This is an optimization exercise on Yosys and OpenROAD, whose aim is small area, not a production implementation. Only simulation tests tie the RTL to the original design; equivalence was not proved. In runs 2 to 5 the design's own scripts or RTL, not TritonCTS, make the clock network. The flow treats the clock pin as an ideal source. Dropping or thinning the clock tree relies on that and would not hold on a real chip. Power is estimated from default activity; no workload was simulated.

==> design.v <==
`timescale 1ns / 1ps
module ClockDivider(
    input clk,
    input reset,
    output reg [3:0] b,
    output wire rise_2Hz,
    output wire rise_4Hz,
    output wire rise_500Hz
);
    reg [12:0] f;
    reg [13:0] h;
    reg [5:0] q;
    wire f_end = ((f ^ 13'b1000011001111) & 13'b0101111111101) == 0;
    wire h_end = ((h ^ 14'b10010001000110) & 14'b01101111111111) == 0;
    wire q_end = ((q ^ 6'b110100) & 6'b010111) == 0;
    assign rise_4Hz   = f_end & ~b[0];
    assign rise_2Hz   = h_end & ~b[0];
    assign rise_500Hz = q_end & ~b[0];
    always @(posedge clk or posedge reset) begin
        if (reset) begin
            b <= 4'd0;
            f <= 13'b0000110011110;
            h <= 14'b00100010001100;
            q <= 6'b101000;
        end else begin
            b <= b + 4'd1;
            f <= {f[11:0], ~(f[12] ^ f[0]) ^ f_end};
            h <= {h[12:0], h[13] ^ h[12] ^ h_end};
            q <= {q[4:0], q[5] ^ q[0] ^ q_end};
        end
    end
endmodule
`timescale 1ns / 1ps
module Debouncer(
    input clk,
    input reset,
    input button,
    output wire debounce
);
    reg button_sync;
    reg button_sync_prev;
    reg [12:0] c;
    wire waiting = ~|c[11:0];
    assign debounce = waiting & c[12];
    wire fb = waiting ? (button_sync & ~button_sync_prev) : (c[12] ^ c[2]);
    always @(posedge clk or posedge reset) begin
        if (reset) begin
            button_sync <= 1'b0;
            c <= 13'd0;
        end else begin
            button_sync <= button;
            c <= {c[11:0], fb};
        end
    end
    always @(posedge clk)
        button_sync_prev <= button_sync;
endmodule
`timescale 1ns / 1ps
module refresher250ms (
    input clk,
    input rst,
    input [3:0] b,
    output wire measure,
    output wire trig_done
);
    reg [9:0] r;
    wire r_end = ((r ^ 10'b0000011010) & 10'b0111110111) == 0;
    assign measure   = r_end & (&b);
    assign trig_done = (({b, r} ^ 14'b10001000101110) & 14'b00000000111100) == 0;
    always @(posedge clk or posedge rst) begin
        if (rst)
            r <= 10'b0000110100;
        else
            r <= {r[8:0], ~(r[9] ^ r[2]) ^ r_end};
    end
endmodule
`timescale 1ns / 1ps
module UltraSonicSensor(clk, rst, measure, trig_done, echo, trig, exit_car);
  input clk;
  wire clk;
  input rst;
  wire rst;
  input measure;
  wire measure;
  input trig_done;
  wire trig_done;
  input echo;
  wire echo;
  output trig;
  wire trig;
  output exit_car;
  reg exit_car;
  wire _00_;
  wire [21:0] _01_;
  wire _02_;
  wire _03_;
  wire _04_;
  wire _05_;
  wire _06_;
  wire _07_;
  wire _08_;
  wire _09_;
  wire _10_;
  wire _11_;
  wire _12_;
  wire _13_;
  wire _14_;
  wire _15_;
  wire _16_;
  wire _17_;
  wire _18_;
  wire _19_;
  wire _20_;
  wire _21_;
  wire _22_;
  wire _23_;
  wire [1:0] _24_;
  reg below;
  reg [21:0] ecount;
  reg [1:0] state;
  always @(posedge clk, posedge rst)
    if (rst) exit_car <= 1'h0;
    else if (!_03_) exit_car <= below;
  always @(posedge clk, posedge rst)
    if (rst) below <= 1'h1;
    else if (_02_) below <= _00_;
  always @(posedge clk)
    ecount[0] <= _01_[0];
  always @(posedge clk)
    ecount[1] <= ecount[0];
  always @(posedge clk)
    ecount[2] <= ecount[1];
  always @(posedge clk)
    ecount[3] <= ecount[2];
  always @(posedge clk)
    ecount[4] <= ecount[3];
  always @(posedge clk)
    ecount[5] <= ecount[4];
  always @(posedge clk)
    ecount[6] <= ecount[5];
  always @(posedge clk)
    ecount[7] <= ecount[6];
  always @(posedge clk)
    ecount[8] <= ecount[7];
  always @(posedge clk)
    ecount[9] <= ecount[8];
  always @(posedge clk)
    ecount[10] <= ecount[9];
  always @(posedge clk)
    ecount[11] <= ecount[10];
  always @(posedge clk)
    ecount[12] <= ecount[11];
  always @(posedge clk)
    ecount[13] <= ecount[12];
  always @(posedge clk)
    ecount[14] <= ecount[13];
  always @(posedge clk)
    ecount[15] <= ecount[14];
  always @(posedge clk)
    ecount[16] <= ecount[15];
  always @(posedge clk)
    ecount[17] <= ecount[16];
  always @(posedge clk)
    ecount[18] <= ecount[17];
  always @(posedge clk)
    ecount[19] <= ecount[18];
  always @(posedge clk)
    ecount[20] <= ecount[19];
  always @(posedge clk)
    ecount[21] <= ecount[20];
  always @(posedge clk, posedge rst)
    if (rst) state[0] <= 1'h0;
    else state[0] <= _24_[0];
  always @(posedge clk, posedge rst)
    if (rst) state[1] <= 1'h0;
    else state[1] <= _24_[1];
    assign _04_ = (~(state[1]));
    assign _05_ = (~(state[0]));
    assign _03_ = (~(_04_)) | (~(_05_));
    assign trig = (~(state[1])&~(_05_));
    assign _06_ = (~(state[1])) | (~(echo));
    assign _07_ = (~(state[0])&~(measure)) | (~(_06_));
    assign _08_ = (~(state[0])&~(_04_));
    assign _24_[0] = (~(_07_)&~(_08_));
    assign _09_ = (~(state[1])&~(trig_done)) | (~(state[0]));
    assign _24_[1] = (~(_09_)) | (~(_06_));
    assign _02_ = ((state[1]));
    assign _10_ = ((ecount[21])&~(ecount[20])) | (~(ecount[21])&(ecount[20]));
    assign _11_ = ((ecount[4])) | ((ecount[9])) | ((ecount[10])) | ((ecount[11]));
    assign _12_ = (~(ecount[15])&~(ecount[14])&~(ecount[19])&~(_11_));
    assign _13_ = (~(ecount[7])&~(ecount[6])&~(ecount[8])&~(ecount[13]));
    assign _14_ = (~(ecount[12])&~(ecount[17])&~(ecount[16])&~(ecount[18]));
    assign _15_ = ((_13_)&(_14_));
    assign _16_ = ((ecount[0])) | ((ecount[3])) | ((ecount[2])) | ((ecount[5]));
    assign _17_ = (~(ecount[20])&~(ecount[1])&~(_16_));
    assign _18_ = (~(_12_)) | (~(_15_)) | (~(_17_));
    assign _19_ = ((_10_)&~(_18_)) | (~(_10_)&(_18_));
    assign _01_[0] = (~(_04_)&~(state[0])&~(_19_));
    assign _20_ = (~(_12_)) | (~(ecount[21])) | (~(_17_)) | (~(_15_));
    assign _21_ = (~(ecount[0]));
    assign _22_ = (~(ecount[12])) | (~(ecount[15])) | (~(ecount[18]));
    assign _23_ = (~(ecount[11])&~(_21_)&~(_22_)) | (~(below));
    assign _00_ = (~(_20_)) | (~(_08_)) | (~(_23_));
    assign _01_[21:1] = ecount[20:0];
endmodule
`timescale 1ns / 1ps
module ParkingFSM (
    input wire clk,
    input wire reset,
    input wire entry_sensor,
    input wire exit_sensor,
    input wire [1:0] exit_location,
    output reg door_open,
    output reg full_light,
    output reg [3:0] current_state
);
    wire [3:0] loc_bit = 4'b0001 << exit_location;
    wire full = &current_state;
    wire leave = exit_sensor & |(current_state & loc_bit);
    wire [3:0] free = ~current_state;
    wire [3:0] take = free & ~{free[2:0], 1'b0} & ~{free[1:0], 2'b0} & ~{free[0], 3'b0};
    always @(posedge clk or posedge reset) begin
        if (reset) begin
            current_state <= 4'b0000;
            door_open <= 1'b0;
            full_light <= 1'b0;
        end else begin
            if (exit_sensor)
                current_state <= current_state & ~loc_bit;
            else if (entry_sensor)
                current_state <= current_state | take;
            door_open <= leave | (entry_sensor & ~full);
            full_light <= ~leave & entry_sensor & full;
        end
    end
endmodule
module SevenSegmentDisplay (
    input clk, input reset, input tick, input [3:0] slots,
    output wire [7:0] seg_out, output wire [4:0] anode);
    reg [1:0] mux_index;
    always @(posedge clk or posedge reset)
        if (reset) mux_index <= 2'b00;
        else if (tick) mux_index <= {mux_index[0], ~mux_index[1]};
    wire n00, n01, n02, n03, n04, n05, n06, n07, n08, n09, n10, n11, n12, n13, n14, n15, n16, n17, n18, n19, n20, n21, n22, n23, n24, n25, n26, n27, n28;
    assign anode[0] = ~(mux_index[0] | mux_index[1]);
    assign n00 = ~mux_index[0];
    assign n01 = ~mux_index[1];
    assign anode[2] = ~(n00 | n01);
    assign anode[1] = ~(mux_index[1] | n00);
    assign anode[3] = ~(mux_index[0] | n01);
    assign n02 = ~(slots[1] | slots[0]);
    assign n03 = ~slots[1];
    assign n04 = ~slots[0];
    assign n05 = ~(n03 | n04);
    assign n06 = ~(n02 | n05);
    assign n07 = ~(slots[2] | slots[3]);
    assign n08 = ~slots[2];
    assign n09 = ~slots[3];
    assign n10 = ~(n08 | n09);
    assign n11 = ~(n07 | n10);
    assign n12 = n06 ^ n11;
    assign n13 = ~(n12 & anode[2]);
    assign n14 = ~((slots[2] | n03) & slots[0] & anode[0]);
    assign n15 = ~n05;
    assign n16 = ~n10;
    assign n17 = ~(n15 | n16);
    assign n18 = ~(n17 & anode[1]);
    assign n19 = ~(n13 & n14 & n18);
    assign n20 = ~n19;
    assign n21 = ~(n02 & n07);
    assign n22 = ~(n21 & anode[2]);
    assign n23 = ~((n02 | n16) & (n15 | n07));
    assign n24 = ~(n16 & anode[0] & n05);
    assign n25 = (n22 | n23) & n24;
    assign n26 = ~(n20 & n25);
    assign seg_out[5] = ~n26;
    assign seg_out[1] = ~(n17 & n01);
    assign n27 = ~(anode[2] & n02 & n07);
    assign seg_out[6] = ~(n25 & seg_out[1] & n27);
    assign n28 = ~(seg_out[1] & n27);
    assign seg_out[2] = ~((n20 | n28) & n26);
    assign seg_out[4] = ~(n28 | n19);
    assign seg_out[0] = ~((n28 | n19) & n25);
    assign anode[4] = 1'h0;
    assign { seg_out[7], seg_out[3] } = { 1'h0, seg_out[0] };
endmodule
`timescale 1ns / 1ps
module TopModule(
    input wire clk,
    input wire reset,
    input wire entry_sensor,
    input wire exit_sensor,
    input wire [1:0] exit_location,  
    output reg door_status_light,    
    output reg lot_full_light,       
    output wire [3:0] parking_state,
    output wire [7:0] seg_out,
    output wire [4:0] anode,
    input wire echo,
    output trig
);
    wire rise_2Hz, rise_4Hz, rise_500Hz;
    wire measure, trig_done;
    wire entry_pulse;
    wire exit_car;
    wire door_open, full_light;
    wire [3:0] n16;
    ClockDivider clock_divider (
        .clk(clk), .reset(reset), .b(n16),
        .rise_2Hz(rise_2Hz), .rise_4Hz(rise_4Hz), .rise_500Hz(rise_500Hz)
    );
    Debouncer entry_debouncer (
        .clk(clk), .reset(reset), .button(~entry_sensor), .debounce(entry_pulse)
    );
    refresher250ms refresher_inst (
        .clk(clk), .rst(reset), .b(n16), .measure(measure), .trig_done(trig_done)
    );
    UltraSonicSensor sensor (
        .clk(clk), .rst(reset), .measure(measure), .trig_done(trig_done),
        .echo(echo), .trig(trig), .exit_car(exit_car)
    );
    ParkingFSM parking_fsm (
        .clk(clk), .reset(reset),
        .entry_sensor(entry_pulse), .exit_sensor(exit_car), .exit_location(exit_location),
        .door_open(door_open), .full_light(full_light), .current_state(parking_state)
    );
    reg [4:0] door_step;
    wire door_end = ~|(door_step & 5'b10110);
    always @(posedge clk or posedge reset) begin
        if (reset) begin
            door_status_light <= 1'b0;
            door_step <= 5'b00000;
        end else if (door_open) begin
            door_status_light <= 1'b1;
            door_step <= 5'b00010;
        end else if (rise_4Hz && (door_status_light || !door_end)) begin
            door_status_light <= ~door_status_light;
            if (!door_status_light)
                door_step <= {door_step[3:0], ~(door_step[4] ^ door_step[0])};
        end
    end
    reg [1:0] full_step;
    always @(posedge clk or posedge reset) begin
        if (reset) begin
            lot_full_light <= 1'b0;
            full_step <= 2'b00;
        end else if (full_light) begin
            lot_full_light <= 1'b1;
            full_step <= 2'b11;
        end else if (rise_2Hz && (lot_full_light || full_step[1])) begin
            lot_full_light <= ~lot_full_light;
            if (!lot_full_light)
                full_step <= {full_step[0], 1'b0};
        end
    end
    SevenSegmentDisplay seven_segment_display (
        .clk(clk), .reset(reset), .tick(rise_500Hz), .slots(parking_state),
        .seg_out(seg_out), .anode(anode)
    );
endmodule
==> flow/run.sh <==
#!/bin/bash
set -euo pipefail
export BUFFER_PORTS_ARGS="-buffer_cell sky130_fd_sc_hd__buf_1"
export CTS_ARGS="-sink_clustering_enable -repair_clock_nets -dont_use_dummy_load"
export POST_FLOORPLAN_TCL="$(pwd)/flow/restructure.tcl"
bash standard.sh finish > standard_flow.log 2>&1
==> flow/downsize.tcl <==
# Swap every logic cell the synthesis sized up for its smallest drive-strength
# variant (same function and pins); the placement's repair_design sizes up
# again wherever slew, capacitance or timing needs it. Taps, fills and clock
# buffers are left alone.
set db [ord::get_db]
set block [[$db getChip] getBlock]
set dont_use [split $::env(DONT_USE_CELLS)]
set swapped 0
set saved 0
foreach inst [$block getInsts] {
  set m [$inst getMaster]
  set name [$m getName]
  if {![regexp {^(sky130_fd_sc_hd__[a-z0-9]+)_([0-9]+)$} $name -> base drv]} { continue }
  if {[regexp {tap|fill|decap|clkbuf|clkinv|clkdly|diode|conb} $base]} { continue }
  set best ""
  set bestw [$m getWidth]
  foreach d {0 1 2 4} {
    set cname ${base}_$d
    if {$cname eq $name} { continue }
    set cand [$db findMaster $cname]
    if {$cand eq "NULL" || $cand eq ""} { continue }
    set bad 0
    foreach pat $dont_use { if {$pat ne "" && [string match $pat $cname]} { set bad 1 } }
    if {$bad} { continue }
    if {[$cand getWidth] < $bestw} { set best $cand; set bestw [$cand getWidth] }
  }
  if {$best ne ""} {
    puts "downsize: [$inst getName] $name -> [$best getName]"
    incr saved [expr {[$m getWidth] - $bestw}]
    $inst swapMaster $best
    incr swapped
  }
}
puts "downsize: swapped $swapped cells, [expr {$saved / 1000.0}] um of row width saved"

# A half adder whose SUM output drives nothing computes only COUT = A & B:
# replace it with an and2 (and one whose COUT drives nothing with an xor2).
proc my_net_unused {net} {
  if {$net eq "NULL" || $net eq ""} { return 1 }
  return [expr {[llength [$net getITerms]] <= 1 && [llength [$net getBTerms]] == 0}]
}
set and2 [$db findMaster sky130_fd_sc_hd__and2_1]
set xor2 [$db findMaster sky130_fd_sc_hd__xor2_1]
set nha 0
foreach inst [$block getInsts] {
  if {[[$inst getMaster] getName] ne "sky130_fd_sc_hd__ha_1"} { continue }
  set a [[$inst findITerm A] getNet]
  set b [[$inst findITerm B] getNet]
  set s [[$inst findITerm SUM] getNet]
  set c [[$inst findITerm COUT] getNet]
  if {[my_net_unused $s]} {
    set out $c; set m $and2
  } elseif {[my_net_unused $c]} {
    set out $s; set m $xor2
  } else { continue }
  set name [$inst getName]
  foreach t [$inst getITerms] { if {[$t getNet] ne "NULL"} { $t disconnect } }
  foreach n [list $s $c] { if {$n ne "NULL" && $n ne "" && $n ne $out && [llength [$n getITerms]] == 0 && [llength [$n getBTerms]] == 0} { odb::dbNet_destroy $n } }
  odb::dbInst_destroy $inst
  set new [odb::dbInst_create $block $m $name]
  [$new findITerm A] connect $a
  [$new findITerm B] connect $b
  [$new findITerm X] connect $out
  puts "downsize: half adder $name -> [$m getName]"
  incr nha
}
puts "downsize: replaced $nha half adders"
==> flow/libfilter.py <==
# libfilter.py IN.lib OUT.lib PATTERN... : copy a liberty file without the cells
# whose names match any of the (glob) patterns.
import sys, re, fnmatch
src, dst, pats = sys.argv[1], sys.argv[2], sys.argv[3:]
text = open(src).read()
starts = [m.start() for m in re.finditer(r'^    cell \(', text, re.M)]
end = text.rstrip().rfind('}')          # the library group's closing brace
out = [text[:starts[0]]]
bounds = starts + [end]
dropped = 0
for a, b in zip(bounds, bounds[1:]):
    name = re.match(r'    cell \("?([^")]+)"?\)', text[a:]).group(1)
    if any(fnmatch.fnmatch(name, p) for p in pats):
        dropped += 1
        continue
    out.append(text[a:b])
out.append(text[end:])
open(dst, 'w').write(''.join(out))
print('libfilter: dropped %d cells' % dropped)
==> flow/restructure.tcl <==
# Re-map the combinational logic for area with OpenROAD's ABC-based restructure,
# on a copy of the liberty file without the platform's don't-use cells, then
# run downsize.tcl.
set here [file dirname [info script]]
set lib [lindex $::env(LIB_FILES) 0]
set wd $::env(OBJECTS_DIR)/restructure
file mkdir $wd
set flib $wd/restructure.lib
exec python3 $here/libfilter.py $lib $flib {*}$::env(DONT_USE_CELLS) >@ stdout
set lo [join $::env(TIELO_CELL_AND_PORT) "/"]
set hi [join $::env(TIEHI_CELL_AND_PORT) "/"]
set_dont_use $::env(DONT_USE_CELLS)
log_cmd restructure -target area -liberty_file $flib -tielo_port $lo -tiehi_port $hi -work_dir $wd -abc_logfile $wd/abc.log
source $here/downsize.tcl
==> standard.sh <==
#!/bin/bash
# synth_recipe.tcl (not shown) runs the flow's synth.tcl, then flattens the netlist and writes it again
# the make line also repeats each setting of config.mk as NAME=value (left out here)
make -C /OpenROAD-flow-scripts/flow DESIGN_CONFIG=/design/flow/config.mk WORK_HOME=/design/flow/orfs CLKGATE_MAP_FILE= SYNTH_SCRIPT=/design/flow/synth_recipe.tcl "${@:-finish}"
==> config.mk <==
export PLATFORM = sky130hd
export DESIGN_NAME = TopModule
export DESIGN_NICKNAME = TopModule
export VERILOG_FILES = /design/flow/design.v
export SDC_FILE = /design/flow/constraint.sdc
export NUM_CORES = 4
export LEC_CHECK = 0
export CAP_MARGIN = 0
export CORE_MARGIN = 2
export CORE_UTILIZATION = 40
export SLEW_MARGIN = 0
==> constraint.sdc <==
create_clock -name core_clock -period 10.0 [get_ports {clk}]
set_input_delay 2.0000 -clock core_clock [delete_from_list [all_inputs] [get_ports {clk}]]
set_output_delay 2.0000 -clock core_clock [all_outputs]
set_load 0.01 [all_outputs]
==> reports/metrics.cfg, run 1 <==
[run_status]
status=timing/DRC/antenna clean

[synth]
syn_inst=252
ys_seq_area_share_pct=71.60
yosysUniqueCellTypes=46
yosys_warnings=7
ys_ff_latch=105
synth-edff-count=0
synth_flop_cell=dfrtp_1
syn_area_um2=3537
synth-async-reset-ratio_pct=78.10
avgSynthCellArea_um2=14.04

[grt]
gr-total-overflow=0
antenna_found_initial=0
grt_usage_pct=12.29
grt_pass1_vias=1921
grt_pass1_wl_um=9494
grt_max_degree=83

[floorplanning]
ios=27
die_area_um2=9611
die_height_um=98.04
core_area_um2=8636
initial_core_util_pct=40.96
die_x_um=98.04
row_count=34

[placement]
place.gp.congestion=0.8301
post-place-cells=396
port_buffers=23
hpwl_um=3418

[sta]
tightest_slew_ns=0.9865
fin_skew_ns=0.03088
finalSetupTns_ns=0
fin_crit_sh_pct=44.76
fmax_mhz=223.4
layout_min_cycle_time_ns=4.476
slew_viol_final=0
setup_viol=0
hold_violations=0
rsz0062_at_grt=false
max_slew_margin_pct=34.23

[job]
maxCapViolCount=0

[final_layout]
n_antenna_cell=0
final_nets=306
syn_to_final_growth_pct=7.039
drive_gt1_share_pct=9.091
final_util_pct=43.84
fin_cells=405
fill_cells=816

[drt]
via_per_inst=4.857
drt_iter0_drc=74
ant_nets=0
wl_per_cell_um=12.96
wirelength_um=5247
drc=0
dr_total_vias=1967
dr.pass1.iters=4

[power_and_ir_drop]
sw_frac_of_total_pct=21.97
power_switching_w=0.0001531
seq_power_share_pct=67.1
pwr-share-clk_pct=28.8
leakagePower_nw=1.563
vdd_drop_max_mv=0.09682
p_comb_share_pct=4.1
power.internal_w=0.0005439
p_per_area_nw_per_um2=184.1

[clock_network]
ctsHtreeMaxLevel=3
clockRootBuffer=clkbuf_8
postCtsResizedCells=0
clkLatencyLatePin_ns=0.36
clock_sinks=105
postCtsHoldBufs=0
clk_path_buf_depth=2
post_cts_buffers=0
clk_pin_slew_worst_paths_ns=0.09
cts_buffers=9
cts_tree=built

[worst_setup_path]
path_class=register to output port
end_kind=output port
crit_arrival_ns=2.48
cp_max_fo=5
cp_data_required_time_ns=8.00
worstSetupStartpointType=register

[worst_hold_path]
hp-class=register to register

[power by group through the flow]
stage,Combinational [W],Sequential [W],Clock (W)
5_1_grt,0.0000333,0.000472,0.000227
3_5_place_dp,0.0000291,0.000476,0
4_1_cts,0.0000293,0.000468,0.000210
6_report,0.0000286,0.000468,0.000201
2_1_floorplan,0.0000181,0.000472,0
3_3_place_gp,0.0000288,0.000475,0
[path summary, 6_finish.rpt]
| check | startpoint | endpoint | slack [ns] | cells after the start |
|---|---|---|---|---|
| max | parking_fsm.current_state[0]$_DFFE_PP0P_ | seg_out[3] | 5.52 | 10 |
| max reg2reg | clock_divider.f[3]$_DFF_PP1_ | door_step[0]$_DFFE_PP0P_ | 7.43 | 6 |
| min reg2reg | clock_divider.f[10]$_DFF_PP0_ | clock_divider.f[11]$_DFF_PP0_ | 0.33 | 0 |
| min | clock_divider.f[10]$_DFF_PP0_ | clock_divider.f[11]$_DFF_PP0_ | 0.33 | 0 |
| max in group asynchronous | reset | entry_debouncer.c[0]$_DFF_PP0_ | 7.42 | 3 |
| min in group asynchronous | reset | sensor.state[0]$_DFF_PP0_ | 1.93 | 3 |
[final cells by class]
type / count / area (um^2) / share of cell area [%]
flip-flops and latches: 105 / 2532 / 66.89
multi-input cells: 124 / 769.5 / 20.32
well taps: 108 / 135.1 / 3.569
inverters: 35 / 131.4 / 3.470
clock buffers: 9 / 123.9 / 3.272
repair buffers: 24 / 93.84 / 2.479
[cell families after synthesis]
logic type / Yosys count / share of synthesized area, %
adder cells (fa/ha/maj): 7 / 2.476
XOR/XNOR: 11 / 2.724
flip-flops: 105 / 71.60
AND/OR/NAND/NOR: 76 / 13.09
multiplexers: 9 / 3.007
other: 1 / 0.1060
buffers and inverters: 16 / 2.016
AO/OA/AOI/OAI: 27 / 4.988
[placed cells by master, fill, tap and decap left out, types with 3 or more instances in the layout]
master and n:
conb_1 4, a22oi_1 3, nor4_1 5, dfstp_2 16, nand2_1 5, or4_1 10, clkinv_1 34, or2_0 3
dfrtp_1 66, dfxtp_1 23, o21ai_0 10, nor2_1 22, buf_1 23, nor3_1 8, nand3_1 6, clkbuf_8 9
xnor2_1 6, o22ai_1 3, a21oi_1 4
[registers in the layout, summed over array words and instances, names as in the netlist]
name,cells
parking_fsm.full_light,1
full_step,2
sensor.exit_car,1
door_step,5
parking_fsm.current_state,4
parking_fsm.door_open,1
refresher_inst.r,10
door_status_light,1
lot_full_light,1
sensor.below,1
clock_divider.b,4
entry_debouncer.button_sync,1
clock_divider.q,6
sensor.ecount,22
clock_divider.f,13
seven_segment_display.mux_index,2
entry_debouncer.button_sync_prev,1
clock_divider.h,14
sensor.state,2
entry_debouncer.c,13
[per-stage QoR]
step / hold slack (ns) / power (W) / worst slack, ns / cell area (um^2)
after global placement: 0.3305 / 0.0005037 / 5.977 / 3662
final: 0.3308 / 0.0006970 / 5.524 / 3786
after floorplan: 0.3311 / 0.0004903 / 5.918 / 3541
after global routing: 0.3347 / 0.0007318 / 5.222 / 3786
after detailed placement: 0.3296 / 0.0005048 / 5.901 / 3662
after CTS: 0.3291 / 0.0007080 / 5.490 / 3786
[worst max-delay path: stages (launching register included)]
cell	delay, ns
dfrtp_1	0.43
clkinv_1	0.18
nor2_1	0.19
clkinv_1	0.17
o21ai_0	0.15
clkinv_1	0.10
a221oi_1	0.26
o32ai_1	0.19
nor2_1	0.15
or2_0	0.16
buf_1	0.17
[synth_stat cells, types with 5 or more instances]
cell type  number  area share, %
nand2b_1        8            1.4
dfstp_2        16             12
dfrtp_1        66             47
a21oi_1         6           0.85
nor2_1         14            1.5
mux2i_1         5            1.4
nor3_1          5           0.71
nand3_1         6           0.85
dfxtp_1        23             13
nor4_1         10            1.8
xnor2_1         7            1.7
ha_1            7            2.5
nand2_1         9           0.96
o21ai_0         9            1.3
inv_1          11            1.2
[routing by layer]
metal / track usage [%] / up-vias / wire length, um
li1: - / 969 / -
met1: 17.79 / 962 / 2725
met2: 16.86 / 29 / 2226
met3: 5.154 / 7 / 225
met4: 3.846 / 0 / 70
met5: 0 / - / 0
==> inputs of run 2 (changes only) <==
--- a/flow/run.sh
+++ b/flow/run.sh
@@ -4,2 +4,4 @@
 export CTS_ARGS="-sink_clustering_enable -repair_clock_nets -dont_use_dummy_load"
+export POST_CTS_TCL="$(pwd)/flow/clocktree.tcl"
+export FLOW_CLK_GROUPS=3
 export POST_FLOORPLAN_TCL="$(pwd)/flow/restructure.tcl"
==> flow/clocktree.tcl (new file) <==
# Replace the clock tree that clock tree synthesis built with a flatter one:
# the register clock pins are split by position into FLOW_CLK_GROUPS groups,
# each driven by one clkbuf_16 placed at the group's centre; the clock port
# feeds only these buffers. Every register keeps the same buffer depth (one),
# so no register's clock is delayed on purpose against the others.
set db [ord::get_db]
set block [[$db getChip] getBlock]
set k $::env(FLOW_CLK_GROUPS)
set clk [$block findNet clk]
set master [$db findMaster [expr {[info exists ::env(FLOW_CLK_CELL)] ? $::env(FLOW_CLK_CELL) : "sky130_fd_sc_hd__clkbuf_16"}]]
# the buffers and nets clock tree synthesis made
set cts_insts {}
foreach inst [$block getInsts] {
  if {[regexp {^clkbuf_[0-9]+_[0-9_]*(_f_)?clk$} [$inst getName]]} { lappend cts_insts $inst }
}
set nets [list $clk]
foreach n [$block getNets] { if {[string match clknet_* [$n getName]]} { lappend nets $n } }
set sinks {}
foreach n $nets {
  foreach it [$n getITerms] {
    set inst [$it getInst]
    if {[lsearch -exact $cts_insts $inst] >= 0} { continue }
    set loc [$inst getLocation]
    lappend sinks [list [lindex $loc 0] [lindex $loc 1] $it]
  }
}
puts "clocktree: removing [llength $cts_insts] clock tree buffers, [llength $sinks] sinks"
foreach inst $cts_insts {
  foreach it [$inst getITerms] { if {[$it getNet] ne "NULL"} { $it disconnect } }
  odb::dbInst_destroy $inst
}
foreach s $sinks { [lindex $s 2] disconnect }
foreach n $nets { if {$n ne $clk} { odb::dbNet_destroy $n } }
# recursive bisection of the sinks, alternately by x and by y, into k groups
proc my_bisect {items k axis} {
  if {$k <= 1} { return [list $items] }
  set sorted [lsort -integer -index $axis $items]
  set k1 [expr {$k / 2}]
  set cut [expr {[llength $sorted] * $k1 / $k}]
  set other [expr {1 - $axis}]
  return [concat [my_bisect [lrange $sorted 0 [expr {$cut - 1}]] $k1 $other] \
                 [my_bisect [lrange $sorted $cut end] [expr {$k - $k1}] $other]]
}
set g 0
foreach grp [my_bisect $sinks $k 0] {
  set sx 0; set sy 0
  foreach s $grp { incr sx [lindex $s 0]; incr sy [lindex $s 1] }
  set cx [expr {$sx / [llength $grp]}]; set cy [expr {$sy / [llength $grp]}]
  set bnet [odb::dbNet_create $block "clknet_grp$g"]
  $bnet setSigType CLOCK
  set buf [odb::dbInst_create $block $master "clkbuf_grp$g"]
  $buf setLocation $cx $cy
  $buf setPlacementStatus PLACED
  [$buf findITerm A] connect $clk
  [$buf findITerm X] connect $bnet
  foreach s $grp { [lindex $s 2] connect $bnet }
  puts "clocktree: group $g, [llength $grp] sinks, buffer at $cx $cy"
  incr g
}
detailed_placement
check_placement -verbose
estimate_parasitics -placement
report_clock_skew
report_check_types -max_slew -max_capacitance -violators
--- a/flow/downsize.tcl
+++ b/flow/downsize.tcl
@@ -67 +67,39 @@
 puts "downsize: replaced $nha half adders"
+
+# Tie cells: constant nets that drive no port share one conb_1; the other
+# tie cells feeding only such nets are removed.
+proc my_tie_internal {t} {
+  foreach it [$t getITerms] {
+    set n [$it getNet]
+    if {$n ne "NULL" && $n ne "" && [llength [$n getBTerms]] > 0} { return 0 }
+  }
+  return 1
+}
+set ties {}
+foreach inst [$block getInsts] {
+  if {[[$inst getMaster] getName] eq "sky130_fd_sc_hd__conb_1" && [my_tie_internal $inst]} { lappend ties $inst }
+}
+if {[llength $ties] > 1} {
+  set keep [lindex $ties 0]
+  foreach port {LO HI} {
+    set kt [$keep findITerm $port]
+    foreach t [lrange $ties 1 end] {
+      set net [[$t findITerm $port] getNet]
+      if {$net eq "NULL" || $net eq ""} { continue }
+      set knet [$kt getNet]
+      if {$knet eq "NULL" || $knet eq ""} {
+        [$t findITerm $port] disconnect
+        $kt connect $net
+        continue
+      }
+      foreach it [$net getITerms] { if {[$it getInst] ne $t} { $it disconnect; $it connect $knet } }
+      [$t findITerm $port] disconnect
+      odb::dbNet_destroy $net
+    }
+  }
+  foreach t [lrange $ties 1 end] {
+    foreach it [$t getITerms] { if {[$it getNet] ne "NULL"} { $it disconnect } }
+    odb::dbInst_destroy $t
+  }
+  puts "downsize: merged [llength $ties] internal tie cells into one"
+}
--- a/config.mk
+++ b/config.mk
@@ -7,2 +7,3 @@
 export LEC_CHECK = 0
+export ABC_AREA = 1
 export CAP_MARGIN = 0
==> run 2 against run 1 <==
  * Sequential power hardly changed
  * Area after synthesis is 5.8% higher
  * Synthesized cell count is 38% higher
  * Fmax is 6.4% higher
  * Wire length is 3.6% lower
  * Sequential share of layout area is 1.4 points higher
  * Clock power is 23% lower
  * Largest power group unchanged
  * Still clean
  * Worst hold slack better by 0.027 ns
  * Clock skew is 0.022 ns lower
  * Combinational power is 36% lower
  * First-iteration DRC count is 100% higher
==> reports/metrics.cfg, run 2 <==
[clock_network]
clkLatencyLatePin_ns=0.18
clock_sinks=105
clk_pin_slew_worst_paths_ns=0.12

[final_layout]
regMostFlops=sensor.ecount
n_antenna_cell=0
largest_register_ffs=22
syn_to_final_growth_pct=-0.9029
final_cell_mix=dfrtp_1, clkinv_1, dfxtp_1, buf_1, nor2_1
final_nets=304
top_regs=sensor.ecount x22, clock_divider.h x14
final_common_cell=dfrtp_1
drive_gt1_share_pct=7.119

[grt]
grt_pass1_vias=1933
gr-total-overflow=0
grt_max_degree=60
antenna_found_initial=0
grt_usage_pct=10.56
grt_pass1_wl_um=8797

[sta]
layout_min_cycle_time_ns=4.209
fin_crit_sh_pct=42.09
finalSetupTns_ns=0
max_slew_margin_pct=53.51
fin_skew_ns=0.008746
worst_slack_ns=5.791
setup_viol=0
hold_violations=0
fmax_mhz=237.6
tightest_slew_ns=0.6973
slew_viol_final=0
rsz0062_at_grt=false

[synth]
synth_top_area_cell=dfrtp_1
ys_ff_latch=105
synthTopCellsByArea=dfrtp_1, dfxtp_1, dfstp_2
ys_seq_area_share_pct=67.69
yosysUniqueCellTypes=32
avgSynthCellArea_um2=10.78
synth_top_area_share_pct=44.15
synth-edff-count=0
synthTopCellsByCount=dfrtp_1, nand2_1, inv_1
syn_area_um2=3741
synth_flop_cell=dfrtp_1
yosys_warnings=7
synth-async-reset-ratio_pct=78.10
syn_inst=347
yosysMostFrequentCell=dfrtp_1

[worst_hold_path]
min_path_cells=0
hp-class=register to register

[drt]
drt_iter0_drc=148
dr.pass1.iters=4
wl_per_cell_um=12.46
dr_total_vias=1943
ant_nets=0
drc=0
wirelength_um=5057
via_per_inst=4.786

[worst_setup_path]
worstSetupStartpointType=register
slowest_stage=dfrtp_1
crit_arrival_ns=2.21
path_class=register to output port
crit_chain=clkinv_1, nor2_1, clkinv_1, nor2_1, nand2_1, o221ai_1, nor2_1, or2_0, buf_1
r2r.worst_path.cells=10
path_common_cell=nor2_1
end_kind=output port
cp_max_fo=6
cp_slowest_stage_delay_ns=0.42
cp_data_required_time_ns=8.00

[floorplanning]
die_height_um=100.7
ios=27
die_x_um=100.7
die_area_um2=10140
core_area_um2=9153
row_count=35
initial_core_util_pct=40.87

[power_and_ir_drop]
p_per_area_nw_per_um2=173.2
leakagePower_nw=1.532
vdd_drop_max_mv=0.1361

[run_status]
status=timing/DRC/antenna clean

[placement]
place.gp.congestion=0.8031
hpwl_um=3543
pre_cts_slack_ns=6.010
port_buffers=23

[job]
maxCapViolCount=0

-- run 2: cell types whose count changed after synthesis, moves of 4 or more --
cell	before	now
nor4_1	10	2
o21ai_1	0	4
inv_1	11	43
nor3_1	5	1
mux2i_1	5	0
nand2_1	9	60
nand3_1	6	21
nand2b_1	8	0
o21ai_0	9	14
nor2_1	14	42
nand4_1	2	6
-- run 2: area by class of cell --
type / instances / area (um^2)
flip-flops and latches: 105 / 2532
multi-input cells: 126 / 726.9
repair buffers: 24 / 93.84
inverters: 37 / 140.1
plain buffers: 3 / 75.07
well taps: 111 / 138.9
fillers: 870 / 5445
-- run 2: routing by layer --
metal | vias to the layer above | wire length, um | global-route usage, %
met5 | - | 0 | 0
met4 | 0 | 31 | 1.897
met3 | 4 | 99 | 1.872
met2 | 19 | 2437 | 17.44
met1 | 944 | 2488 | 14.80
li1 | 976 | - | -
-- run 2: logic make-up (layout without fill, tap and decap cells) --
logic type / count (synthesis) / in the layout / share of synthesized area (%)
AOI/OAI and AO/OA: 30 / 48 / 4.515
buffers and inverters: 47 / 64 / 5.050
other: 1 / 3 / 0.1002
xor gates and xnor gates: 12 / 5 / 2.809
and+or+nand+nor: 145 / 70 / 17.49
DFF: 105 / 105 / 67.69
adders and majority gates: 7 / 0 / 2.341
-- run 2: path summary, 6_finish.rpt --
check | start | end | slack [ns]
min in group asynchronous | reset | clock_divider.h[9]$_DFF_PP0_ | 1.76
hold / removal | sensor.ecount[19]$_DFF_P_ | sensor.ecount[20]$_DFF_P_ | 0.36
max in group asynchronous | reset | entry_debouncer.c[9]$_DFF_PP0_ | 7.22
hold reg to reg | sensor.ecount[19]$_DFF_P_ | sensor.ecount[20]$_DFF_P_ | 0.36
setup / recovery | parking_fsm.current_state[0]$_DFFE_PP0P_ | seg_out[3] | 5.79
setup reg to reg | clock_divider.f[4]$_DFF_PP1_ | door_step[0]$_DFFE_PP0P_ | 8.29
-- run 2: power by group --
part           internal (W)  leakage (nW)  switching, W
registers          0.000451          1.19     0.0000171
logic            0.00000640         0.305     0.0000121
clock network     0.0000563        0.0370     0.0000987
total              0.000514          1.53      0.000128
-- run 2: worst max-delay path: cells and delay by family (launching register included) --
family / cells / cell delay (ns)
AOI/OAI and AO/OA: 1 / 0.25
buffers and inverters: 3 / 0.46
DFF: 1 / 0.42
and+or+nand+nor: 5 / 0.90
-- run 2: metrics by stage --
| step | total power (W) | hold slack (ns) | util, % | instance area, um^2 | std cells |
|---|---|---|---|---|---|
| floorplan | 0.0004929 | 0.3235 | - | 3745 | 348 |
| global placement | 0.0004949 | 0.3331 | 39.69 | 3632 | 403 |
| detailed placement | 0.0004961 | 0.3372 | 39.69 | 3632 | 403 |
| global route | 0.0006713 | 0.3680 | 40.51 | 3707 | 406 |
| finish | 0.0006419 | 0.3575 | 40.51 | 3707 | 406 |
==> inputs of run 3 (changes only) <==
--- a/design.v
+++ b/design.v
@@ -76,130 +76,43 @@
 endmodule
-`timescale 1ns / 1ps
-module UltraSonicSensor(clk, rst, measure, trig_done, echo, trig, exit_car);
-  input clk;
-  wire clk;
-  input rst;
-  wire rst;
-  input measure;
-  wire measure;
-  input trig_done;
-  wire trig_done;
-  input echo;
-  wire echo;
-  output trig;
-  wire trig;
-  output exit_car;
-  reg exit_car;
-  wire _00_;
-  wire [21:0] _01_;
-  wire _02_;
-  wire _03_;
-  wire _04_;
-  wire _05_;
-  wire _06_;
-  wire _07_;
-  wire _08_;
-  wire _09_;
-  wire _10_;
-  wire _11_;
-  wire _12_;
-  wire _13_;
-  wire _14_;
-  wire _15_;
-  wire _16_;
-  wire _17_;
-  wire _18_;
-  wire _19_;
-  wire _20_;
-  wire _21_;
-  wire _22_;
-  wire _23_;
-  wire [1:0] _24_;
-  reg below;
-  reg [21:0] ecount;
-  reg [1:0] state;
-  always @(posedge clk, posedge rst)
-    if (rst) exit_car <= 1'h0;
-    else if (!_03_) exit_car <= below;
-  always @(posedge clk, posedge rst)
-    if (rst) below <= 1'h1;
-    else if (_02_) below <= _00_;
-  always @(posedge clk)
-    ecount[0] <= _01_[0];
-  always @(posedge clk)
-    ecount[1] <= ecount[0];
-  always @(posedge clk)
-    ecount[2] <= ecount[1];
-  always @(posedge clk)
-    ecount[3] <= ecount[2];
-  always @(posedge clk)
-    ecount[4] <= ecount[3];
-  always @(posedge clk)
-    ecount[5] <= ecount[4];
-  always @(posedge clk)
-    ecount[6] <= ecount[5];
-  always @(posedge clk)
-    ecount[7] <= ecount[6];
-  always @(posedge clk)
-    ecount[8] <= ecount[7];
-  always @(posedge clk)
-    ecount[9] <= ecount[8];
-  always @(posedge clk)
-    ecount[10] <= ecount[9];
-  always @(posedge clk)
-    ecount[11] <= ecount[10];
-  always @(posedge clk)
-    ecount[12] <= ecount[11];
-  always @(posedge clk)
-    ecount[13] <= ecount[12];
-  always @(posedge clk)
-    ecount[14] <= ecount[13];
-  always @(posedge clk)
-    ecount[15] <= ecount[14];
-  always @(posedge clk)
-    ecount[16] <= ecount[15];
-  always @(posedge clk)
-    ecount[17] <= ecount[16];
-  always @(posedge clk)
-    ecount[18] <= ecount[17];
-  always @(posedge clk)
-    ecount[19] <= ecount[18];
-  always @(posedge clk)
-    ecount[20] <= ecount[19];
-  always @(posedge clk)
-    ecount[21] <= ecount[20];
-  always @(posedge clk, posedge rst)
-    if (rst) state[0] <= 1'h0;
-    else state[0] <= _24_[0];
-  always @(posedge clk, posedge rst)
-    if (rst) state[1] <= 1'h0;
-    else state[1] <= _24_[1];
-    assign _04_ = (~(state[1]));
-    assign _05_ = (~(state[0]));
-    assign _03_ = (~(_04_)) | (~(_05_));
-    assign trig = (~(state[1])&~(_05_));
-    assign _06_ = (~(state[1])) | (~(echo));
-    assign _07_ = (~(state[0])&~(measure)) | (~(_06_));
-    assign _08_ = (~(state[0])&~(_04_));
-    assign _24_[0] = (~(_07_)&~(_08_));
-    assign _09_ = (~(state[1])&~(trig_done)) | (~(state[0]));
-    assign _24_[1] = (~(_09_)) | (~(_06_));
-    assign _02_ = ((state[1]));
-    assign _10_ = ((ecount[21])&~(ecount[20])) | (~(ecount[21])&(ecount[20]));
-    assign _11_ = ((ecount[4])) | ((ecount[9])) | ((ecount[10])) | ((ecount[11]));
-    assign _12_ = (~(ecount[15])&~(ecount[14])&~(ecount[19])&~(_11_));
-    assign _13_ = (~(ecount[7])&~(ecount[6])&~(ecount[8])&~(ecount[13]));
-    assign _14_ = (~(ecount[12])&~(ecount[17])&~(ecount[16])&~(ecount[18]));
-    assign _15_ = ((_13_)&(_14_));
-    assign _16_ = ((ecount[0])) | ((ecount[3])) | ((ecount[2])) | ((ecount[5]));
-    assign _17_ = (~(ecount[20])&~(ecount[1])&~(_16_));
-    assign _18_ = (~(_12_)) | (~(_15_)) | (~(_17_));
-    assign _19_ = ((_10_)&~(_18_)) | (~(_10_)&(_18_));
-    assign _01_[0] = (~(_04_)&~(state[0])&~(_19_));
-    assign _20_ = (~(_12_)) | (~(ecount[21])) | (~(_17_)) | (~(_15_));
-    assign _21_ = (~(ecount[0]));
-    assign _22_ = (~(ecount[12])) | (~(ecount[15])) | (~(ecount[18]));
-    assign _23_ = (~(ecount[11])&~(_21_)&~(_22_)) | (~(below));
-    assign _00_ = (~(_20_)) | (~(_08_)) | (~(_23_));
-    assign _01_[21:1] = ecount[20:0];
+module UltraSonicSensor (
+    input clk,
+    input rst,
+    input measure,
+    input trig_done,
+    input echo,
+    output wire trig,
+    output reg exit_car
+);
+    localparam IDLE = 2'b00, TRIGGER = 2'b01, WAIT = 2'b11, COUNTECHO = 2'b10;
+    reg [1:0] state;
+    reg below;
+    reg [21:0] ecount;
+    wire inIDLE = (state == IDLE);
+    wire inCOUNT = (state == COUNTECHO);
+    assign trig = (state == TRIGGER);
+    wire zero21 = ~|ecount[20:0];
+    wire wrap = ecount[21] & zero21;               
+    wire at695 = ((ecount ^ 22'b1111111111000000000011) & 22'b0001001001100000000001) == 0;   
+    always @(posedge clk or posedge rst) begin
+        if (rst) begin
+            state <= IDLE;
+            exit_car <= 1'b0;
+            below <= 1'b1;
+        end else begin
+            case (state)
+                IDLE:      state <= measure ? TRIGGER : IDLE;
+                TRIGGER:   state <= trig_done ? WAIT : TRIGGER;
+                WAIT:      state <= echo ? COUNTECHO : WAIT;
+                COUNTECHO: state <= echo ? COUNTECHO : IDLE;
+            endcase
+            if (inIDLE)
+                exit_car <= below;
+            if (inCOUNT)
+                below <= (below & ~at695) | wrap;
+            else if (state == WAIT)
+                below <= 1'b1;
+        end
+    end
+    always @(posedge clk)
+        ecount <= {ecount[20:0], inCOUNT & (ecount[21] ^ ecount[20] ^ zero21)};
 endmodule
==> run 3 against run 2 <==
  * Sequential share of layout area down 0.98 points
  * Largest power group unchanged
  * Critical path depth unchanged
  * Global-route usage down 0.65 points
  * Flip-flop and latch count unchanged
  * First-iteration DRC count down 20%
  * Critical endpoint is now seg_out[0]
==> reports/metrics.cfg, run 3 <==
[synth]
yosysUniqueCellTypes=31
synth-async-reset-ratio_pct=78.10
syn_area_um2=3810
synthTopCellsByCount=dfrtp_1, nand2_1, nor2_1
synthTopCellsByArea=dfrtp_1, dfxtp_1, dfstp_2
synth_top_area_cell=dfrtp_1
syn_inst=359
synth_flop_cell=dfrtp_1
synth_top_area_share_pct=43.35
ys_ff_latch=105
ys_seq_area_share_pct=66.47
yosysMostFrequentCell=dfrtp_1
yosys_warnings=7
avgSynthCellArea_um2=10.61
synth-edff-count=0

[worst_setup_path]
cp_data_required_time_ns=8.00
path_class=register to output port
r2r_slack_ns=7.77
crit_arrival_ns=2.10
end_kind=output port
r2r_start=sensor.ecount[19]$_DFF_P_
worstSetupStartpointType=register
crit_start=parking_fsm.current_state[2]$_DFFE_PP0P_
cp_max_fo=6

[grt]
use_met2_pct=15.89
grt_use_met3_pct=1.794
grt_pass1_vias=1888
grt_usage_pct=9.905
gr-total-overflow=0
top_usage_layer=met2
antenna_found_initial=0
grt_pass1_wl_um=8493
grt_use_met1_pct=14.22
grt_max_degree=83

[final_layout]
top_regs=sensor.ecount x22, clock_divider.h x14
fin_cells=420
n_antenna_cell=0
drive_gt1_share_pct=7.216
largest_register_ffs=22
final_nets=300
final_cell_mix=dfrtp_1, clkinv_1, dfxtp_1, buf_1
syn_to_final_growth_pct=-1.281
final_util_pct=40.70
final_common_cell=dfrtp_1
regMostFlops=sensor.ecount

[clock_network]
clk_pin_slew_worst_paths_ns=0.12
clkLatencyLatePin_ns=0.18
clock_sinks=105

[drt]
drc=0
drt_iter0_drc=119
ant_nets=0
dr.pass1.iters=4
wirelength_um=4747
wl_per_cell_um=11.30
dr_total_vias=1954
via_per_inst=4.652

[placement]
hpwl_um=3392
place.gp.congestion=0.8464
port_buffers=23
post-place-cells=417

[floorplanning]
core_area_um2=9240
die_height_um=101.6
initial_core_util_pct=41.23
row_count=35
die_x_um=101.6
die_area_um2=10320
ios=27

[job]
maxCapViolCount=0

[sta]
fin_crit_sh_pct=41.02
setup_viol=0
max_slew_margin_pct=36.52
layout_min_cycle_time_ns=4.102
finalSetupTns_ns=0
rsz0062_at_grt=false
fin_skew_ns=0.01429
slew_viol_final=0
tightest_slew_ns=0.9522
hold_violations=0
fmax_mhz=243.8

[worst_hold_path]
min_from=sensor.ecount[13]$_DFF_P_
hp-class=register to register

[power_and_ir_drop]
power.total_w=0.0006388
p_per_area_nw_per_um2=169.8
vdd_drop_max_mv=0.1743
leakagePower_nw=1.575

[run_status]
status=timing/DRC/antenna clean

[run 3: cell count changes in the layout (fill, tap and decap cells not counted), moves of 4 or more]
cell     change
or3_1        +4
a21oi_1      -4
o21ai_0      -6
nor2_1       -7
nor4_1       -8
or4_1       +10
[run 3: worst paths after layout]
path | end | cells past startpoint
setup / recovery | seg_out[0] | 9
hold / removal | sensor.ecount[14]$_DFF_P_ | 0
setup reg to reg | sensor.ecount[0]$_DFF_P_ | 4
hold reg to reg | sensor.ecount[14]$_DFF_P_ | 0
max in group asynchronous | entry_debouncer.button_sync$_DFF_PP0_ | 3
min in group asynchronous | clock_divider.h[4]$_DFF_PP0_ | 3
[run 3: final cells by class]
type | instances | area (um^2)
fillers | 904 | 5479
flip-flops and latches | 105 | 2532
multi-input cells | 121 | 754.5
well taps | 129 | 161.4
inverters | 38 | 143.9
repair buffers | 24 | 93.84
plain buffers | 3 | 75.07
[run 3: kinds of logic after synthesis]
logic type,Yosys count,synth area share (%)
and+or+nand+nor,153,18.42
AOI/OAI and AO/OA,32,4.729
other,1,0.09843
adders and majority gates,8,2.627
buffers and inverters,49,5.123
DFF,105,66.47
xor gates and xnor gates,11,2.529
[run 3: power by group]
group          leakage [nW]  internal (W)  switching [W]
Combinational         0.345    0.00000777      0.0000120
Sequential             1.19      0.000452      0.0000151
Clock                0.0370     0.0000562      0.0000961
[run 3: worst max-delay path, cell delays in order (launching register included)]
cell,delay [ns]
dfrtp_1,0.40
clkinv_1,0.17
nor2_1,0.18
clkinv_1,0.11
nor2_1,0.16
nand2_1,0.12
o211ai_1,0.30
nor2_1,0.10
or2_0,0.24
buf_1,0.13
[run 3: metrics by stage]
| stage | setup WS (ns) | area [um^2] | hold slack [ns] |
|---|---|---|---|
| 6_report | 5.898 | 3761 | 0.3530 |
| 5_1_grt | 5.599 | 3761 | 0.3597 |
| 3_5_place_dp | 6.128 | 3686 | 0.3337 |
| 3_3_place_gp | 6.135 | 3686 | 0.3298 |
| 2_1_floorplan | 5.918 | 3814 | 0.3312 |
[run 3: routing by layer]
metal  vias to the layer above  share of wire (%)
met1                       970                 50
met2                        17                 47
met4                         0               0.61
li1                        965                  -
met5                         -                  0
met3                         2                2.6
==> inputs of run 4 (changes only) <==
--- a/design.v
+++ b/design.v
@@ -151,3 +151,3 @@
     input clk, input reset, input tick, input [3:0] slots,
-    output wire [7:0] seg_out, output wire [4:0] anode);
+    output reg [7:0] seg_out, output wire [4:0] anode);
     reg [1:0] mux_index;
@@ -156,44 +156,34 @@
         else if (tick) mux_index <= {mux_index[0], ~mux_index[1]};
-    wire n00, n01, n02, n03, n04, n05, n06, n07, n08, n09, n10, n11, n12, n13, n14, n15, n16, n17, n18, n19, n20, n21, n22, n23, n24, n25, n26, n27, n28;
-    assign anode[0] = ~(mux_index[0] | mux_index[1]);
-    assign n00 = ~mux_index[0];
-    assign n01 = ~mux_index[1];
-    assign anode[2] = ~(n00 | n01);
-    assign anode[1] = ~(mux_index[1] | n00);
-    assign anode[3] = ~(mux_index[0] | n01);
-    assign n02 = ~(slots[1] | slots[0]);
-    assign n03 = ~slots[1];
-    assign n04 = ~slots[0];
-    assign n05 = ~(n03 | n04);
-    assign n06 = ~(n02 | n05);
-    assign n07 = ~(slots[2] | slots[3]);
-    assign n08 = ~slots[2];
-    assign n09 = ~slots[3];
-    assign n10 = ~(n08 | n09);
-    assign n11 = ~(n07 | n10);
-    assign n12 = n06 ^ n11;
-    assign n13 = ~(n12 & anode[2]);
-    assign n14 = ~((slots[2] | n03) & slots[0] & anode[0]);
-    assign n15 = ~n05;
-    assign n16 = ~n10;
-    assign n17 = ~(n15 | n16);
-    assign n18 = ~(n17 & anode[1]);
-    assign n19 = ~(n13 & n14 & n18);
-    assign n20 = ~n19;
-    assign n21 = ~(n02 & n07);
-    assign n22 = ~(n21 & anode[2]);
-    assign n23 = ~((n02 | n16) & (n15 | n07));
-    assign n24 = ~(n16 & anode[0] & n05);
-    assign n25 = (n22 | n23) & n24;
-    assign n26 = ~(n20 & n25);
-    assign seg_out[5] = ~n26;
-    assign seg_out[1] = ~(n17 & n01);
-    assign n27 = ~(anode[2] & n02 & n07);
-    assign seg_out[6] = ~(n25 & seg_out[1] & n27);
-    assign n28 = ~(seg_out[1] & n27);
-    assign seg_out[2] = ~((n20 | n28) & n26);
-    assign seg_out[4] = ~(n28 | n19);
-    assign seg_out[0] = ~((n28 | n19) & n25);
-    assign anode[4] = 1'h0;
-    assign { seg_out[7], seg_out[3] } = { 1'h0, seg_out[0] };
+    assign anode = {1'b0, mux_index == 2'b10, mux_index == 2'b11, mux_index == 2'b01, mux_index == 2'b00};
+    function [7:0] seven_seg;
+        input [2:0] num;
+        case (num)
+            3'd0: seven_seg = 8'b00111111;
+            3'd1: seven_seg = 8'b00000110;
+            3'd2: seven_seg = 8'b01011011;
+            3'd3: seven_seg = 8'b01001111;
+            3'd4: seven_seg = 8'b01100110;
+            default: seven_seg = 8'b01000000;
+        endcase
+    endfunction
+    wire full = &slots;
+    reg [2:0] nfree;
+    always @(*) case (slots)
+        4'b0000: nfree = 3'd4;
+        4'b0001, 4'b0010, 4'b0100, 4'b1000: nfree = 3'd3;
+        4'b0011, 4'b0101, 4'b0110, 4'b1001, 4'b1010, 4'b1100: nfree = 3'd2;
+        4'b1111: nfree = 3'd0;
+        default: nfree = 3'd1;
+    endcase
+    wire [1:0] best = ~slots[0] ? 2'd0 : ~slots[1] ? 2'd1 : ~slots[2] ? 2'd2 : 2'd3;
+    reg [2:0] digit;
+    always @(*) begin
+        case (mux_index)
+            2'b00: digit = full ? 3'd5 : {1'b0, best};
+            2'b01: digit = full ? 3'd5 : 3'd0;
+            2'b11: digit = nfree;
+            default: digit = 3'd0;
+        endcase
+        seg_out = seven_seg(digit);
+    end
 endmodule
==> run 4 against run 3 <==
  * Still clean on timing, DRC and antenna
  * Sequential share of layout area is 0.77 points higher
  * Fmax decreased by 4.9%
  * Power up 0.81%
  * Core utilization down 0.46 points
  * Sequential power barely moved
  * Wire length is 14% higher
  * Critical path type unchanged
  * Critical endpoint is now seg_out[2]
==> reports/metrics.cfg, run 4 <==
[drt]
drt_iter0_drc=100
dr_total_vias=1958
via_per_inst=4.707
wl_per_cell_um=12.98
ant_nets=0
drc=0
dr.pass1.iters=5
wirelength_um=5399

[synth]
ys_ff_latch=105
avgSynthCellArea_um2=10.12
synth-edff-count=0
syn_inst=377
synthTopCellsByArea=dfrtp_1, dfxtp_1, dfstp_2
syn_area_um2=3816
synth_top_area_cell=dfrtp_1
synth_flop_cell=dfrtp_1
yosysUniqueCellTypes=29
yosys_warnings=7
synth-async-reset-ratio_pct=78.10
synthTopCellsByCount=nand2_1, dfrtp_1, nor2_1
synth_top_area_share_pct=43.28
ys_seq_area_share_pct=66.36
yosysMostFrequentCell=nand2_1

[sta]
fin_crit_sh_pct=43.12
fmax_mhz=231.9
hold_violations=0
slew_viol_final=0
holdWs_ns=0.3541
rsz0062_at_grt=false
tightest_slew_ns=1.001
layout_min_cycle_time_ns=4.312
finalSetupTns_ns=0
setup_viol=0
fin_skew_ns=0.01314
max_slew_margin_pct=32.64

[worst_setup_path]
cp_max_fo=5
worstPathBufferInverterCount=4
slowest_stage=dfrtp_1
worstSetupEndpoint=seg_out[2]
crit_start=parking_fsm.current_state[0]$_DFFE_PP0P_
path_class=register to output port
worstSetupStartpointType=register
r2r_slack_ns=7.46
path_common_cell=clkinv_1
r2r.worst_path.cells=6
r2r_end=door_step[4]$_DFFE_PP0P_
cp_data_required_time_ns=8.00
cp_top_family=simple AND/OR/NAND/NOR gates
crit_arrival_ns=2.31
r2r_start=clock_divider.f[3]$_DFF_PP1_
cp_slowest_stage_delay_ns=0.46
path_depth=10
end_kind=output port
crit_chain=clkinv_1, nor2_1, clkinv_1, nor2_1, nand2_1, clkinv_1, nand2_1, o221ai_1, o21a_1, buf_1

[final_layout]
regMostFlops=sensor.ecount
fill_cells=885
final_common_cell=dfrtp_1
n_antenna_cell=0
final_nets=296
top_regs=sensor.ecount x22, clock_divider.h x14
syn_to_final_growth_pct=-2.557
drive_gt1_share_pct=7.317
largest_register_ffs=22
final_util_pct=40.24
final_cell_mix=dfrtp_1, clkinv_1, dfxtp_1, buf_1, nor2_1

[power_and_ir_drop]
p_per_area_nw_per_um2=173.2
vdd_drop_max_mv=0.1365
leakagePower_nw=1.523

[clock_network]
clock_sinks=105
clkLatencyLatePin_ns=0.18
clk_pin_slew_worst_paths_ns=0.12

[floorplanning]
initial_core_util_pct=41.30
die_height_um=101.7
die_area_um2=10340
row_count=35
core_area_um2=9240
die_x_um=101.7
ios=27

[placement]
hpwl_um=3738
port_buffers=23
place.gp.congestion=0.8003

[grt]
grt_pass1_vias=1970
grt_usage_pct=11.20
gr-total-overflow=0
grt_max_degree=83
antenna_found_initial=0
grt_pass1_wl_um=9335

[worst_hold_path]
hp-class=register to register

[job]
maxCapViolCount=0

[run_status]
status=timing/DRC/antenna clean

run 4: cell types whose count changed after synthesis, sizes merged, moves of 2 or more:
cell | before | now
o211ai | 2 | 0
or2 | 4 | 2
ha | 8 | 5
nand3 | 22 | 33
a21oi | 7 | 4
nor4 | 2 | 4
nand2 | 62 | 77
run 4: area by class of cell:
type	instances	area (um^2)	area share, %
Tap cell	129	161.4	4.341
Multi-Input combinational cell	119	719.4	19.35
Timing Repair Buffer	24	93.84	2.524
Buffer	3	75.07	2.019
Inverter	36	136.4	3.668
Sequential cell	105	2532	68.10
run 4: worst reg2reg max path: stages (launching register included):
cell      delay [ns]
dfstp_2         0.55
nand4_1         0.09
nor3_1          0.15
nand3_1         0.17
nor4_1          0.87
clkinv_1        0.33
o221a_1         0.29
run 4: stage by stage:
stage | instances | setup WS [ns] | cell area (um^2) | total power, W
finish | 416 | 5.688 | 3719 | 0.0006440
global route | 416 | 5.449 | 3719 | 0.0006758
detailed placement | 413 | 5.894 | 3643 | 0.0004987
global placement | 413 | 6.017 | 3643 | 0.0004963
floorplan | 378 | 5.918 | 3820 | 0.0004936
run 4: worst min path at each step:
| stage | start | to | slack [ns] | depth (start not counted) |
|---|---|---|---|---|
| floorplan | sensor.ecount[2]$_DFF_P_ | sensor.ecount[3]$_DFF_P_ | 0.32 | 0 |
| detailed placement | sensor.ecount[14]$_DFF_P_ | sensor.ecount[15]$_DFF_P_ | 0.33 | 0 |
| global route | sensor.ecount[14]$_DFF_P_ | sensor.ecount[15]$_DFF_P_ | 0.36 | 0 |
| finish | sensor.ecount[14]$_DFF_P_ | sensor.ecount[15]$_DFF_P_ | 0.35 | 0 |
| global placement | sensor.ecount[17]$_DFF_P_ | sensor.ecount[18]$_DFF_P_ | 0.33 | 0 |
run 4: kinds of logic after synthesis:
family                   after synthesis  share of synthesized area, %
XOR/XNOR                              11                         2.525
AND/OR/NAND/NOR                      178                         20.23
AO/OA/AOI/OAI                         27                         3.804
other                                  1                       0.09827
flip-flops                           105                         66.36
adder cells (fa/ha/maj)                5                         1.639
buffers and inverters                 50                         5.344
run 4: power by group:
part           switching, W  internal (W)
clock             0.0000979     0.0000562
combinational     0.0000127    0.00000685
sequential        0.0000183      0.000452
total              0.000129      0.000515
run 4: routing by layer:
layer | GRT usage, % | part of all wire, % | wire length, um | up-vias
met5 | 0 | 0 | 0 | -
li1 | - | - | - | 958
met3 | 2.208 | 2.6 | 142 | 3
met1 | 16.05 | 50 | 2688 | 966
met4 | 2.911 | 0.81 | 44 | 0
met2 | 17.51 | 47 | 2524 | 31
==> inputs of run 5 (changes only) <==
--- a/config.mk
+++ b/config.mk
@@ -7,3 +7,2 @@
 export LEC_CHECK = 0
-export ABC_AREA = 1
 export CAP_MARGIN = 0
==> run 5 against run 4 <==
  * Still clean
  * Flip-flop and latch count is the same
  * Sequential share of layout area shrank 0.14 points
  * Cell area up 0.20%
  * Cell count down 3.4%
  * Power is 0.76% higher
  * Register-to-register slack better by 0.40 ns
  * Highest routed layer unchanged
==> reports/metrics.cfg, run 5 <==
[placement]
place.gp.congestion=0.8187
hpwl_um=3376
port_buffers=23
post-place-cells=399

[power_and_ir_drop]
p_per_area_nw_per_um2=174.1
sw_frac_of_total_pct=20.03
seq_power_share_pct=72.1
pwr-share-clk_pct=23.3
power_switching_w=0.0001300
vdd_drop_max_mv=0.1743
leakagePower_nw=1.554
p_comb_share_pct=4.6
power.internal_w=0.0005189

[worst_hold_path]
min_to=sensor.ecount[8]$_DFF_P_
min_path_cells=0
min_from=sensor.ecount[7]$_DFF_P_
hp-class=register to register

[synth]
synth_xor_area_share_pct=2.645
synth-edff-count=0
ys_ff_latch=105
synthTopCellsByCount=dfrtp_1, dfxtp_1, dfstp_2
syn_inst=264
yosysMostFrequentCell=dfrtp_1
synth_top_area_cell=dfrtp_1
yosysUniqueCellTypes=61
post_synth_fa_ha_maj_area_fraction_pct=1.718
synthTopCellsByArea=dfrtp_1, dfxtp_1, dfstp_2
synth-async-reset-ratio_pct=78.10
ys_seq_area_share_pct=69.53
synth-compound-area-share_pct=7.626
yosys_warnings=7
synth_top_area_share_pct=45.35
muxShareOfSynthArea_pct=2.095
synth_flop_cell=dfrtp_1
synth_top_family_by_area=simple AND/OR/NAND/NOR gates
yosys.area_share.simple_pct=13.67
avgSynthCellArea_um2=13.80
syn_area_um2=3642

[sta]
fin_skew_ns=0.009302
hold_violations=0
rsz0062_at_grt=false
tightest_slew_ns=1.049
fmax_mhz=224.4
holdWs_ns=0.3516
layout_min_cycle_time_ns=4.457
finalSetupTns_ns=0
max_slew_margin_pct=29.16
fin_crit_sh_pct=44.57
setup_viol=0
slew_viol_final=0

[worst_setup_path]
r2r.worst_path.cells=5
end_kind=output port
cp_data_required_time_ns=8.00
r2r_slack_ns=7.86
cp_slowest_stage_delay_ns=0.49
cp_top_family=buffers and inverters
r2r_start=sensor.ecount[15]$_DFF_P_
cp_max_fo=7
path_class=register to output port
crit_chain=clkinv_1, nor2_1, clkinv_1, nor3_1, a21oi_1, o22ai_1, clkinv_1, o22ai_1, buf_1
worstPathBufferInverterCount=4
r2r_end=sensor.ecount[0]$_DFF_P_
slowest_stage=dfrtp_1
worstSetupStartpointType=register
path_common_cell=clkinv_1
crit_arrival_ns=2.46

[final_layout]
drive_gt1_share_pct=7.143
final_util_pct=42.52
regMostFlops=sensor.ecount
largest_register_ffs=22
n_antenna_cell=0
final_common_cell=dfrtp_1
fin_cells=402
final_cell_mix=dfrtp_1, clkinv_1, dfxtp_1, buf_1, nor2_1
top_regs=sensor.ecount x22, clock_divider.h x14
syn_to_final_growth_pct=2.302
final_nets=303

[floorplanning]
die_height_um=99.43
initial_core_util_pct=41.56
die_area_um2=9885
die_x_um=99.43
row_count=34
ios=27
core_area_um2=8763

[job]
maxCapViolCount=0

[drt]
drc=0
dr.pass1.iters=4
via_per_inst=4.871
wirelength_um=4888
drt_iter0_drc=76
dr_total_vias=1958
wl_per_cell_um=12.16
ant_nets=0

[grt]
antenna_found_initial=0
gr-total-overflow=0
grt_usage_pct=10.56
grt_pass1_vias=1905
grt_max_degree=83
grt_pass1_wl_um=8769

[run_status]
status=timing/DRC/antenna clean

[clock_network]
clock_sinks=105
clk_pin_slew_worst_paths_ns=0.12
clkLatencyLatePin_ns=0.18

[run 5: changes by cell type in the layout (fill, tap and decap cells not counted), sizes merged, moves of 3 or more]
cell,change
xnor2,+4
o21ai,+3
a22oi,+4
or4,+5
o211ai,-3
nor4,-4
nand2,+4
nand3,-6
[run 5: how the worst max path moves through the flow]
stage	cells after the start	start	to	slack, ns
5_1_grt	9	parking_fsm.current_state[0]$_DFFE_PP0P_	seg_out[2]	5.30
2_1_floorplan	1	reset	clock_divider.b[0]$_DFF_PP0_	5.92
3_3_place_gp	9	parking_fsm.current_state[0]$_DFFE_PP0P_	seg_out[2]	5.88
3_5_place_dp	9	parking_fsm.current_state[0]$_DFFE_PP0P_	seg_out[2]	5.82
6_report	9	parking_fsm.current_state[0]$_DFFE_PP0P_	seg_out[2]	5.54
[run 5: kinds of logic (layout without fill, tap and decap cells)]
family	count (synthesis)	in the layout
AO/OA/AOI/OAI	41	48
XOR/XNOR	11	7
multiplexers	6	0
buffers and inverters	21	62
other	1	3
flip-flops	105	105
adder cells (fa/ha/maj)	5	0
AND/OR/NAND/NOR	74	69
[run 5: layer usage]
layer	part of all wire [%]	global-route usage (%)
met1	51	16.19
met2	45	16.11
met3	3.1	1.687
met4	0.49	2.002
met5	0	0
[run 5: cell type report]
type	count	area [um^2]
Fill cell	808	5037
Sequential cell	105	2532
Multi-Input combinational cell	127	757.0
Tap cell	108	135.1
Inverter	35	132.6
Timing Repair Buffer	24	93.84
Buffer	3	75.07
[run 5: power groups by stage]
stage                     Clock, W  Sequential (W)  Combinational [W]
after floorplan                  0        0.000475          0.0000179
after global placement           0        0.000476          0.0000294
after detailed placement         0        0.000476          0.0000302
after global routing      0.000173        0.000472          0.0000336
final                     0.000151        0.000468          0.0000299
[run 5: metrics by stage]
| stage | cell area [um^2] | power (W) | setup WS (ns) |
|---|---|---|---|
| floorplan | 3646 | 0.0004933 | 5.918 |
| global placement | 3651 | 0.0005050 | 5.878 |
| detailed placement | 3651 | 0.0005059 | 5.822 |
| global route | 3726 | 0.0006790 | 5.303 |
| finish | 3726 | 0.0006489 | 5.543 |

## port drivers added, routing unchanged
How much do the figures lean on ideal ports? The routed layouts below were timed once more, with nothing changed but the port constraints. Step 1: set_driving_cell puts a clkbuf_16 on clk and a buf_2 on each other input, an assumption about the parent block. Step 2 also shifts input and output timing later by t, the mid clock arrival at the registers, as if the neighbouring blocks saw the same clock. Slacks: ideal ports / drivers / drivers and shift; pairs: ideal ports / drivers.
run | t, ns | setup slack, ns | hold WS [ns] | slew at the worst register clock pin (ns)
run 1 | 0.377 | 5.524 / 5.493 / 5.870 | 0.331 / 0.331 / 0.331 | 0.10 / 0.10
run 2 | 0.230 | 5.791 / 5.735 / 5.966 | 0.357 / 0.357 / 0.357 | 0.12 / 0.12
run 3 | 0.228 | 5.898 / 5.841 / 6.069 | 0.353 / 0.353 / 0.353 | 0.12 / 0.12
run 4 | 0.236 | 5.688 / 5.627 / 5.863 | 0.354 / 0.354 / 0.354 | 0.12 / 0.12
run 5 | 0.229 | 5.543 / 5.486 / 5.714 | 0.352 / 0.352 / 0.352 | 0.12 / 0.12
After both steps setup and hold are still met in every run listed.
